Background: an optimization exercise with open tools, aiming at small area. Do not read the settings as production practice. Function was checked by simulation only, so behaviour that the tests miss may differ from the original.

Setup of old:
==> flow/design.v (excerpt) <==
module LCD_WATCH(
RESETN,CLK,LCD_E,LCD_RS,LCD_RW,LCD_DATA,
COUNT_U,COUNT_D,COUNT,U,D,
OPTION,SW_A,ALARM,TIMER_END,ALR_ONOFF,SW_T,W_SELECT,P_1,P_1_2,P_2,SW_S);
clock: 10.0 ns
lec_check: 0
abc_area: 1
cap_margin: 20
core_margin: 2
core_utilization: 40
slew_margin: 20
standard.sh (not shown) runs the stock make flow with config.mk's settings and CLKGATE_MAP_FILE= SYNTH_SCRIPT=/design/flow/synth_recipe.tcl, a recipe that flattens the netlist after the stock synthesis.
==> flow/flow/run.sh <==
#!/bin/bash
# Layout flow. 1) the standard synthesis (standard.sh synth), with Yosys's adder
# extraction off (ADDER_MAP_FILE empty). 2) The combinational logic of that netlist is
# re-mapped with a stronger ABC script (flow/remap.ys, flow/deep.abc); every register
# keeps its cell and name. 3) the standard layout (standard.sh) on that netlist,
# with clock-tree synthesis told to add no dummy loads and to use clkbuf_2 buffers, and
# the ports buffered with buf_1 cells.
# Each tool's full output goes to its own log file in this folder.
set -euo pipefail
W=$PWD
LIB=$FLOW_HOME/platforms/sky130hd/lib/sky130_fd_sc_hd__tt_025C_1v80.lib
bash standard.sh ADDER_MAP_FILE= synth > synth_std.log 2>&1
cp orfs/results/sky130hd/LCD_WATCH/base/1_2_yosys.v synth_std.v
sed "s|LIBFILE|$LIB|g" flow/remap.ys > remap_run.ys
yosys -s remap_run.ys > remap.log 2>&1
mv orfs orfs_std
bash standard.sh ADDER_MAP_FILE= SYNTH_NETLIST_FILES=$W/synth_remap.v \
  "CTS_ARGS=-sink_clustering_enable -repair_clock_nets -dont_use_dummy_load -buf_list sky130_fd_sc_hd__clkbuf_2" \
  "BUFFER_PORTS_ARGS=-buffer_cell sky130_fd_sc_hd__buf_1" finish > layout.log 2>&1
==> flow/flow/deep.abc <==
strash
ifraig
scorr
dc2
strash
&get -n
&deepsyn -T 300
&dch -f
&nf -R 1000
&put
==> flow/flow/remap.ys <==
# Re-map the combinational logic of the standard synthesis netlist (synth_std.v) with a
# stronger ABC script. Registers and their output nets keep their cells and names.
read_liberty -ignore_miss_func LIBFILE
blackbox sky130_fd_sc_hd__df*
blackbox sky130_fd_sc_hd__conb_1
read_verilog synth_std.v
hierarchy -top LCD_WATCH
flatten
rename -hide w:_*_.*
opt
abc -script flow/deep.abc -liberty LIBFILE -dont_use sky130_fd_sc_hd__lpflow_bleeder_1 -dont_use sky130_fd_sc_hd__lpflow_clkbufkapwr_1 -dont_use sky130_fd_sc_hd__lpflow_clkbufkapwr_16 -dont_use sky130_fd_sc_hd__lpflow_clkbufkapwr_2 -dont_use sky130_fd_sc_hd__lpflow_clkbufkapwr_4 -dont_use sky130_fd_sc_hd__lpflow_clkbufkapwr_8 -dont_use sky130_fd_sc_hd__lpflow_clkinvkapwr_1 -dont_use sky130_fd_sc_hd__lpflow_clkinvkapwr_16 -dont_use sky130_fd_sc_hd__lpflow_clkinvkapwr_2 -dont_use sky130_fd_sc_hd__lpflow_clkinvkapwr_4 -dont_use sky130_fd_sc_hd__lpflow_clkinvkapwr_8 -dont_use sky130_fd_sc_hd__lpflow_decapkapwr_12 -dont_use sky130_fd_sc_hd__lpflow_decapkapwr_3 -dont_use sky130_fd_sc_hd__lpflow_decapkapwr_4 -dont_use sky130_fd_sc_hd__lpflow_decapkapwr_6 -dont_use sky130_fd_sc_hd__lpflow_decapkapwr_8 -dont_use sky130_fd_sc_hd__lpflow_inputiso0n_1 -dont_use sky130_fd_sc_hd__lpflow_inputiso0p_1 -dont_use sky130_fd_sc_hd__lpflow_inputiso1n_1 -dont_use sky130_fd_sc_hd__lpflow_inputiso1p_1 -dont_use sky130_fd_sc_hd__lpflow_inputisolatch_1 -dont_use sky130_fd_sc_hd__lpflow_isobufsrc_1 -dont_use sky130_fd_sc_hd__lpflow_isobufsrc_16 -dont_use sky130_fd_sc_hd__lpflow_isobufsrc_2 -dont_use sky130_fd_sc_hd__lpflow_isobufsrc_4 -dont_use sky130_fd_sc_hd__lpflow_isobufsrc_8 -dont_use sky130_fd_sc_hd__lpflow_isobufsrckapwr_16 -dont_use sky130_fd_sc_hd__lpflow_lsbuf_lh_hl_isowell_tap_1 -dont_use sky130_fd_sc_hd__lpflow_lsbuf_lh_hl_isowell_tap_2 -dont_use sky130_fd_sc_hd__lpflow_lsbuf_lh_hl_isowell_tap_4 -dont_use sky130_fd_sc_hd__lpflow_lsbuf_lh_isowell_4 -dont_use sky130_fd_sc_hd__lpflow_lsbuf_lh_isowell_tap_1 -dont_use sky130_fd_sc_hd__lpflow_lsbuf_lh_isowell_tap_2 -dont_use sky130_fd_sc_hd__lpflow_lsbuf_lh_isowell_tap_4 -dont_use sky130_fd_sc_hd__probe_p_8 -dont_use sky130_fd_sc_hd__probec_p_8 
opt_clean
hilomap -singleton -hicell sky130_fd_sc_hd__conb_1 HI -locell sky130_fd_sc_hd__conb_1 LO
insbuf -buf sky130_fd_sc_hd__buf_4 A X
opt_clean
tee -o synth_remap_stat.txt stat -liberty LIBFILE
write_verilog -noattr -nohex -nodec synth_remap.v
old: it failed with a tool error in netlist read-in after synthesis (1_synth), so there are no final results.
What new does differently from old at the input level:
-- flow/design.v --
<<< old, line 84
assign ALR_ONOFF = alr_on;
assign ALARM = alr_s;
always @(posedge CLK) alr_s <= alr_on & (hour_a == hour) & (min_a == min);
always @(negedge RESETN or posedge CLK)
	if (!RESETN) begin alr_on <= 0; hour_a <= 0; min_a <= 0; end
	else begin
		alr_on <= alr_on ^ a_e;
		if (o1) begin
			if (u_e & cs2) hour_a <= (hour_a == 5'd24) ? 5'd0 : hour_a + 5'd1;
>>> new, line 84
assign ALR_ONOFF = alr_on;
assign ALARM = alr_s;
always @(negedge RESETN or posedge CLK)
	if (!RESETN) begin alr_on <= 0; alr_s <= 0; hour_a <= 0; min_a <= 0; end
	else begin
		alr_on <= alr_on ^ a_e;
		alr_s <= alr_on & (hour_a == hour) & (min_a == min);
		if (o1) begin
			if (u_e & cs2) hour_a <= (hour_a == 5'd24) ? 5'd0 : hour_a + 5'd1;
<<< old, line 100
reg [9:0] t_ms;
assign TIMER_END = t_s;
always @(posedge CLK) t_s <= t_on & (t_min == 0) & (t_sec == 0);
always @(negedge RESETN or posedge CLK)
	if (!RESETN) begin t_on <= 0; t_sec <= 0; t_min <= 0; t_ms <= 0; end
	else begin
		t_on <= t_on ^ t_e;
		if (!t_on) begin
			if (o2) begin
>>> new, line 100
reg [9:0] t_ms;
assign TIMER_END = t_s;
always @(negedge RESETN or posedge CLK)
	if (!RESETN) begin t_on <= 0; t_s <= 0; t_sec <= 0; t_min <= 0; t_ms <= 0; end
	else begin
		t_on <= t_on ^ t_e;
		t_s <= t_on & (t_min == 0) & (t_sec == 0);
		if (!t_on) begin
			if (o2) begin
<<< old, line 229
wire g1_act = ~g1_c1_zero & o6;
wire g2_act = g2_c1 & o7;
always @(posedge CLK)
	if (g1_act) begin if (g1_inc) g1_p <= g1_p + 6'd1; end
	else if (g2_act) begin if (g2a_inc) g1_p <= g1_p + 6'd1; end
	else g1_p <= 0;
>>> new, line 229
wire g1_act = ~g1_c1_zero & o6;
wire g2_act = g2_c1 & o7;
always @(negedge RESETN or posedge CLK)
	if (!RESETN) g1_p <= 0;
	else if (g1_act) begin if (g1_inc) g1_p <= g1_p + 6'd1; end
	else if (g2_act) begin if (g2a_inc) g1_p <= g1_p + 6'd1; end
	else g1_p <= 0;
<<< old, line 263
end
always @(negedge RESETN or posedge CLK)
	if (!RESETN) begin g2s <= 0; g2_c1 <= 0; g2_s <= 0; g2_ms <= 0; end
	else if (!o7) begin
		g2s <= 0; g2_c1 <= 0;
	end else begin
		case (g2s)
		2'd2: if (restart) begin g2_c1 <= 0; g2s <= 0; end
		2'd0: if (g2_le3000) begin
		          g2_s <= g2_ms999 ? g2_s + 2'd1 : g2_s;
		          g2_ms <= g2_ms999 ? 10'd0 : {g2_ms[8:0], g2_ms[9] ~^ g2_ms[6]};
		      end else begin
		          g2_s <= 0; g2_ms <= 0; g2s <= 2'd1;
		      end
		2'd1: begin
		          g2_c1 <= 1'b1;
		          if (g2_end) begin g2s <= 2'd2; g2_c1 <= 1'b0; end
		          else if (g2_out) g2s <= 2'd2;
		      end
		default: begin g2_c1 <= 0; g2s <= 0; end
		endcase
	end
always @(posedge CLK)
	if (o7 & (g2s == 2'd0) & ~g2_le3000) g2_loc <= 3'd3;
	else if (o7 & (g2s == 2'd1) & ~g2_end & ~g2_out) g2_loc <= g2_map;
always @(posedge CLK)
	if (!g2_c1) g2_p2 <= 0;
	else if (g2b_inc) g2_p2 <= g2_p2 + 6'd1;
always @(posedge CLK)
	if (g2_ms999 || (g2_s == 2'd0 && g2_ms0) || g2_s == 2'd3) g2_cd <= 0;
	else g2_cd <= 2'd3 - g2_s;
assign LCD_E = u10[4];
>>> new, line 264
end
always @(negedge RESETN or posedge CLK)
	if (!RESETN) begin g2s <= 0; g2_c1 <= 0; g2_s <= 0; g2_ms <= 0; g2_loc <= 3'd3; end
	else if (!o7) begin
		g2s <= 0; g2_c1 <= 0; g2_loc <= 3'd3;
	end else begin
		case (g2s)
		2'd2: if (restart) begin g2_c1 <= 0; g2s <= 0; g2_loc <= 3'd3; end
		2'd0: if (g2_le3000) begin
		          g2_s <= g2_ms999 ? g2_s + 2'd1 : g2_s;
		          g2_ms <= g2_ms999 ? 10'd0 : {g2_ms[8:0], g2_ms[9] ~^ g2_ms[6]};
		      end else begin
		          g2_s <= 0; g2_ms <= 0; g2s <= 2'd1; g2_loc <= 3'd3;
		      end
		2'd1: begin
		          g2_c1 <= 1'b1;
		          if (g2_end) begin g2_loc <= 3'd3; g2s <= 2'd2; g2_c1 <= 1'b0; end
		          else if (g2_out) begin g2_loc <= 3'd3; g2s <= 2'd2; end
		          else g2_loc <= g2_map;
		      end
		default: begin g2_c1 <= 0; g2s <= 0; g2_loc <= 3'd3; end
		endcase
	end
always @(negedge RESETN or posedge CLK)
	if (!RESETN) g2_p2 <= 0;
	else if (!g2_c1) g2_p2 <= 0;
	else if (g2b_inc) g2_p2 <= g2_p2 + 6'd1;
always @(negedge RESETN or posedge CLK)
	if (!RESETN) g2_cd <= 0;
	else if (g2_ms999 || (g2_s == 2'd0 && g2_ms0) || g2_s == 2'd3) g2_cd <= 0;
	else g2_cd <= 2'd3 - g2_s;
assign LCD_E = u10[4];
==> comparison <==
Looking at the reports, new completed the entire flow and the layout it produced met the timing, design-rule and antenna checks.

[re-timing with driven ports]
Ports are ideal in the flow. The routed layout listed here was re-timed in OpenROAD.
Step 1: set_driving_cell puts a clkbuf_16 on CLK and a buf_2 on each other input, an assumption about the parent block.
Step 2 times the ports against the registers' clock, not the clock port: input delays grow and output delays shrink by t, the midpoint of the rising clock arrivals with the driver on.
a / b / c = ideal / step 1 / step 2; a / b = the first two.
run: new
t, ns: 0.858
setup WS [ns]: 3.797 / 3.759 / 2.902
worst hold slack (ns): 0.354 / 0.354 / 0.354
clock arrival spread, ns: 0.138 / 0.139
worst slew at a driven data input, ns: 0.08
After both steps new still meets setup and hold. The setup slack of new moves by -0.038 ns with the drivers and by -0.895 ns with both steps.
